From an optimization exercise on the open Yosys and OpenROAD flow, aimed at small area, a short achievable clock period and few clock cycles per item; shortcuts taken in it are not production practice.
Where RTL was checked, it was by simulation tests only, not by an equivalence proof against the original.
Power figures rest on the tool's default switching activity, not on a simulated workload.

## run F
Design pow_5_seq, start of the top module:
module pow_5_seq
(
    input         clock,
    input         reset_n,
    input         run,
    input  [17:0] n,
    output        ready,
    output [17:0] n_pow_5
);
Size: ~39 flip-flops, about 40 I/O pins.
==> flow/config.mk <==
export PLATFORM = sky130hd
export DESIGN_NAME = pow_5_seq
export DESIGN_NICKNAME = pow_5_seq
export VERILOG_FILES = /design/flow/design.v
export SDC_FILE = /design/flow/constraint.sdc
export NUM_CORES = 4
export LEC_CHECK = 0
export CAP_MARGIN = 20
export CORE_MARGIN = 2
export CORE_UTILIZATION = 40
export SETUP_SLACK_MARGIN = 1.7
export SLEW_MARGIN = 20
==> flow/constraint.sdc <==
create_clock -name core_clock -period 5.8 [get_ports {clock}]
set_input_delay 1.1600 -clock core_clock [delete_from_list [all_inputs] [get_ports {clock}]]
set_output_delay 1.1600 -clock core_clock [all_outputs]
set_load 0.01 [all_outputs]
standard.sh (not shown) runs the stock make flow with config.mk's settings and CLKGATE_MAP_FILE= SYNTH_SCRIPT=/design/flow/synth_recipe.tcl, a recipe that flattens the netlist after the stock synthesis.
==> flow/flow/run.sh <==
#!/bin/bash
set -euo pipefail
W=$PWD
PLAT=${FLOW_PLATFORM:-sky130hd}
RES=$W/orfs/results/$PLAT/pow_5_seq/base
REF=$W/ref/results/$PLAT/pow_5_seq/base

# reference: the unchanged standard synthesis, in its own work folder
sed 's#WORK_HOME=\([^ ]*\)/orfs #WORK_HOME=\1/ref #' standard.sh > ref_standard.sh
bash ref_standard.sh "$REF/1_2_yosys.v" > ref_synth.log 2>&1

# our synthesis
bash standard.sh "SYNTH_ARGS=-noabc" "$RES/1_2_yosys.v" > synth_noabc.log 2>&1
if ! python3 flow/match_regs.py "$REF/1_2_yosys.v" "$RES/1_2_yosys.v" > match_regs.log 2>&1; then
  echo "flip-flops do not pair; using the standard synthesis netlist" >> match_regs.log
  cp "$REF/1_2_yosys.v" "$RES/1_2_yosys.v"
  cp "$REF/1_2_yosys.sdc" "$RES/1_2_yosys.sdc"
fi

bash standard.sh "SYNTH_ARGS=-noabc" "BUFFER_PORTS_ARGS=-buffer_cell sky130_fd_sc_hd__buf_1" \
  "CTS_ARGS=-sink_clustering_enable -repair_clock_nets -dont_use_dummy_load -root_buf sky130_fd_sc_hd__clkbuf_8 -buf_list sky130_fd_sc_hd__clkbuf_8" \
  finish > standard_flow.log 2>&1
Other scripts of this flow, unchanged in this note and not shown: flow/flow/match_regs.py
Testbench counts of run F, summed over its fixed seeds: cycles 24,000, items 24,000.
Relative to run F, the following input files were edited for run M:
-- flow/design.v --
<<< run F, line 322
    reg r_w224;
    reg r_w221;
    reg r_w238;
    reg r_w219;
    reg r_w246;
    reg r_n_0;
    reg r_w1;
>>> run M, line 322
    reg r_w224;
    reg r_w221;
    reg r_w222;
    reg r_w219;
    reg r_w246;
    reg r_w210;
    reg r_w259;
    reg r_n_0;
    reg r_w1;
<<< run F, line 336
    reg r_w277;
    reg r_w278;
    reg r_w279;
    reg [16:0] lut_a5;
    always @(*)
>>> run M, line 338
    reg r_w277;
    reg r_w278;
    reg [16:0] lut_a5;
    always @(*)
<<< run F, line 814
    assign w236 = w209 & w222;
    assign w237 = r_w223 | (r_w224 & r_w221);
    assign w238 = w224 & w222;
    assign w239 = w201 | (w213 & w225);
    assign w240 = w213 & w226;
>>> run M, line 815
    assign w236 = w209 & w222;
    assign w237 = r_w223 | (r_w224 & r_w221);
    assign w238 = r_w224 & r_w222;
    assign w239 = w201 | (w213 & w225);
    assign w240 = w213 & w226;
<<< run F, line 824
    assign w246 = w234 & w232;
    assign w247 = r_w199 | (r_w211 & w237);
    assign w248 = r_w211 & r_w238;
    assign w249 = w225 | (w226 & w237);
    assign w250 = w226 & r_w238;
    assign w251 = w239 | (w240 & w237);
    assign w252 = w240 & r_w238;
    assign w253 = w241 | (w242 & w237);
    assign w254 = w242 & r_w238;
    assign w255 = w195 | (w207 & w219);
    assign w256 = w207 & w246;
>>> run M, line 825
    assign w246 = w234 & w232;
    assign w247 = r_w199 | (r_w211 & w237);
    assign w248 = r_w211 & w238;
    assign w249 = w225 | (w226 & w237);
    assign w250 = w226 & w238;
    assign w251 = w239 | (w240 & w237);
    assign w252 = w240 & w238;
    assign w253 = w241 | (w242 & w237);
    assign w254 = w242 & w238;
    assign w255 = w195 | (w207 & w219);
    assign w256 = w207 & w246;
<<< run F, line 837
    assign w259 = w235 | (w236 & w219);
    assign w260 = w236 & w246;
    assign w261 = w237 | (r_w238 & r_w219);
    assign w262 = r_w238 & r_w246;
    assign w263 = w247 | (w248 & r_w219);
    assign w264 = w248 & r_w246;
>>> run M, line 838
    assign w259 = w235 | (w236 & w219);
    assign w260 = w236 & w246;
    assign w261 = w237 | (w238 & r_w219);
    assign w262 = w238 & r_w246;
    assign w263 = w247 | (w248 & r_w219);
    assign w264 = w248 & r_w246;
<<< run F, line 855
    assign w277 = w208 ^ w255;
    assign w278 = w209 ^ w257;
    assign w279 = w210 ^ w259;
    assign w280 = r_w211 ^ w261;
    assign w281 = w212 ^ w263;
>>> run M, line 856
    assign w277 = w208 ^ w255;
    assign w278 = w209 ^ w257;
    assign w279 = r_w210 ^ r_w259;
    assign w280 = r_w211 ^ w261;
    assign w281 = w212 ^ w263;
<<< run F, line 887
        r_w224 <= w224;
        r_w221 <= w221;
        r_w238 <= w238;
        r_w219 <= w219;
        r_w246 <= w246;
        r_n_0 <= n[0];
        r_w1 <= w1;
>>> run M, line 888
        r_w224 <= w224;
        r_w221 <= w221;
        r_w222 <= w222;
        r_w219 <= w219;
        r_w246 <= w246;
        r_w210 <= w210;
        r_w259 <= w259;
        r_n_0 <= n[0];
        r_w1 <= w1;
<<< run F, line 901
        r_w277 <= w277;
        r_w278 <= w278;
        r_w279 <= w279;
    end
    assign n_pow_5 = {w285, w284, w283, w282, w281, w280, r_w279, r_w278, r_w277, r_w276, r_w275, r_w205, r_w5, r_w4, r_w3, r_w2, r_w1, r_n_0};
endmodule
>>> run M, line 904
        r_w277 <= w277;
        r_w278 <= w278;
    end
    assign n_pow_5 = {w285, w284, w283, w282, w281, w280, w279, r_w278, r_w277, r_w276, r_w275, r_w205, r_w5, r_w4, r_w3, r_w2, r_w1, r_n_0};
endmodule
### Flow results
- The layout buffering overhead excluding clock cells number comes out lower for run M vs run F.
- Between run M and run F, it is run M whose placed standard-cell area is lower, by 43 um^2.
- Wire length of the first global-routing pass: run M vs run F down 1.1%
- Looking at worst relative slew slack across both flows, run M is the weaker of the two, with run F ahead.
- On run M: placer congestion estimate is 3.0% higher than what run F gave.
- From run F to run M the numbers moved as follows: effective utilization at floorplan rose 0.18 points, part of the total power dissipated in sequential elements now larger.
No functional check of the RTL was part of run M.

---

Starting RTL as in the previous note.
Settings: LEC_CHECK=0, CAP_MARGIN=20, CORE_MARGIN=2, CORE_UTILIZATION=40, SETUP_SLACK_MARGIN=1.7, SLEW_MARGIN=20; clock period 5.8 ns.
run.sh (not shown) runs the stock make flow with config.mk's settings and CLKGATE_MAP_FILE= SYNTH_SCRIPT=/design/flow/synth_recipe.tcl, a recipe that flattens the netlist after the stock synthesis.
Stock flow here: none of the scripts above is used.
Testbench counts at the start, summed over its fixed seeds: cycles 24,000, items 24,000.
Rerun with:
--- a/flow/design.v
+++ b/flow/design.v
@@ -309,16 +309,16 @@
     reg r_w144;
     reg r_w143;
     reg r_w158;
     reg r_w145;
     reg r_w160;
     reg r_w162;
-    reg r_w186;
-    reg r_w187;
     reg r_w188;
+    reg r_w189;
     reg r_w118;
+    reg r_w121;
     reg r_w199;
     reg r_w211;
     reg r_w223;
     reg r_w224;
     reg r_w221;
     reg r_w238;
@@ -693,13 +693,13 @@
     assign w115 = (w112 & w13) | (w112 & w41) | (w13 & w41);
     assign w116 = w46 ^ w51 ^ w56;
     assign w117 = (w46 & w51) | (w46 & w56) | (w51 & w56);
     assign w118 = w105 ^ w107 ^ w114;
     assign w119 = (w105 & w107) | (w105 & w114) | (w107 & w114);
     assign w120 = r_w116 ^ r_w111 ^ r_w109;
-    assign w121 = (r_w116 & r_w111) | (r_w116 & r_w109) | (r_w111 & r_w109);
+    assign w121 = (w116 & w111) | (w116 & w109) | (w111 & w109);
     assign w122 = w73 ^ w71 ^ w113;
     assign w123 = (w73 & w71) | (w73 & w113) | (w71 & w113);
     assign w124 = w14 ^ w122 ^ w42;
     assign w125 = (w14 & w122) | (w14 & w42) | (w122 & w42);
     assign w126 = w47 ^ w52 ^ w57;
     assign w127 = (w47 & w52) | (w47 & w57) | (w52 & w57);
@@ -761,37 +761,37 @@
     assign w183 = w157 ^ w178;
     assign w184 = w179 ^ w180;
     assign w185 = w181 ^ w182;
     assign w186 = w183 ^ w184;
     assign w187 = w159 ^ w161;
     assign w188 = w185 ^ w163;
-    assign w189 = r_w186 ^ r_w187;
-    assign w190 = r_w188 ^ w189;
+    assign w189 = w186 ^ w187;
+    assign w190 = r_w188 ^ r_w189;
     assign w191 = w165 ^ w190;
     assign w192 = w167 ^ w191;
     assign w193 = w6 & w32;
     assign w194 = w7 & w33;
     assign w195 = w8 & w90;
     assign w196 = w9 & w92;
     assign w197 = w94 & w96;
     assign w198 = w100 & w102;
     assign w199 = w108 & w110;
     assign w200 = r_w118 & w120;
-    assign w201 = w121 & w132;
+    assign w201 = r_w121 & w132;
     assign w202 = w146 & w148;
     assign w203 = w166 & w168;
     assign w204 = w169 & w192;
     assign w205 = w6 ^ w32;
     assign w206 = w7 ^ w33;
     assign w207 = w8 ^ w90;
     assign w208 = w9 ^ w92;
     assign w209 = w94 ^ w96;
     assign w210 = w100 ^ w102;
     assign w211 = w108 ^ w110;
     assign w212 = r_w118 ^ w120;
-    assign w213 = w121 ^ w132;
+    assign w213 = r_w121 ^ w132;
     assign w214 = w146 ^ w148;
     assign w215 = w166 ^ w168;
     assign w216 = w169 ^ w192;
     assign w217 = w3 & w2;
     assign w218 = w5 & w4;
     assign w219 = w194 | (w206 & w193);
@@ -874,16 +874,16 @@
         r_w144 <= w144;
         r_w143 <= w143;
         r_w158 <= w158;
         r_w145 <= w145;
         r_w160 <= w160;
         r_w162 <= w162;
-        r_w186 <= w186;
-        r_w187 <= w187;
         r_w188 <= w188;
+        r_w189 <= w189;
         r_w118 <= w118;
+        r_w121 <= w121;
         r_w199 <= w199;
         r_w211 <= w211;
         r_w223 <= w223;
         r_w224 <= w224;
         r_w221 <= w221;
         r_w238 <= w238;
Result:
- global-route usage went up by 0.83 points
- via count rises by 3.8%
- power came out higher by 9.7%
- die area rises by 2.2%
- hold slack is better by 0.017 ns
No functional check of the RTL was part of the second run of this note.

==> port drivers added, routing unchanged <==
The flow's constraints put no driver on any port. The routed layouts listed below were extracted and timed again, unchanged, in two steps. Step 1, drivers: a clkbuf_16 drives clock and a buf_2 each remaining input, both assumed. Step 2 moves the port delays by t, midway between the first and last clock arrival at a register: inputs arrive t later, outputs are due t later. That takes back most of the time a late clock gives input paths. a / b / c = ideal / step 1 / step 2; a / b = the first two.
run	t, ns	setup WS [ns]	slew at the worst register clock pin (ns)
run F	0.314	1.738 / 1.703 / 1.488	0.08 / 0.08
run M	0.323	1.694 / 1.659 / 1.423	0.09 / 0.09
the first run of note 2	0.316	1.798 / 1.809 / 1.494	0.09 / 0.09
the second run of note 2	0.319	1.454 / 1.470 / 1.151	0.07 / 0.07
After both steps setup and hold are still met in every run listed. For the first run of note 2, which loses most, drivers alone change the setup slack by +0.011 ns; drivers and shift together by -0.304 ns.
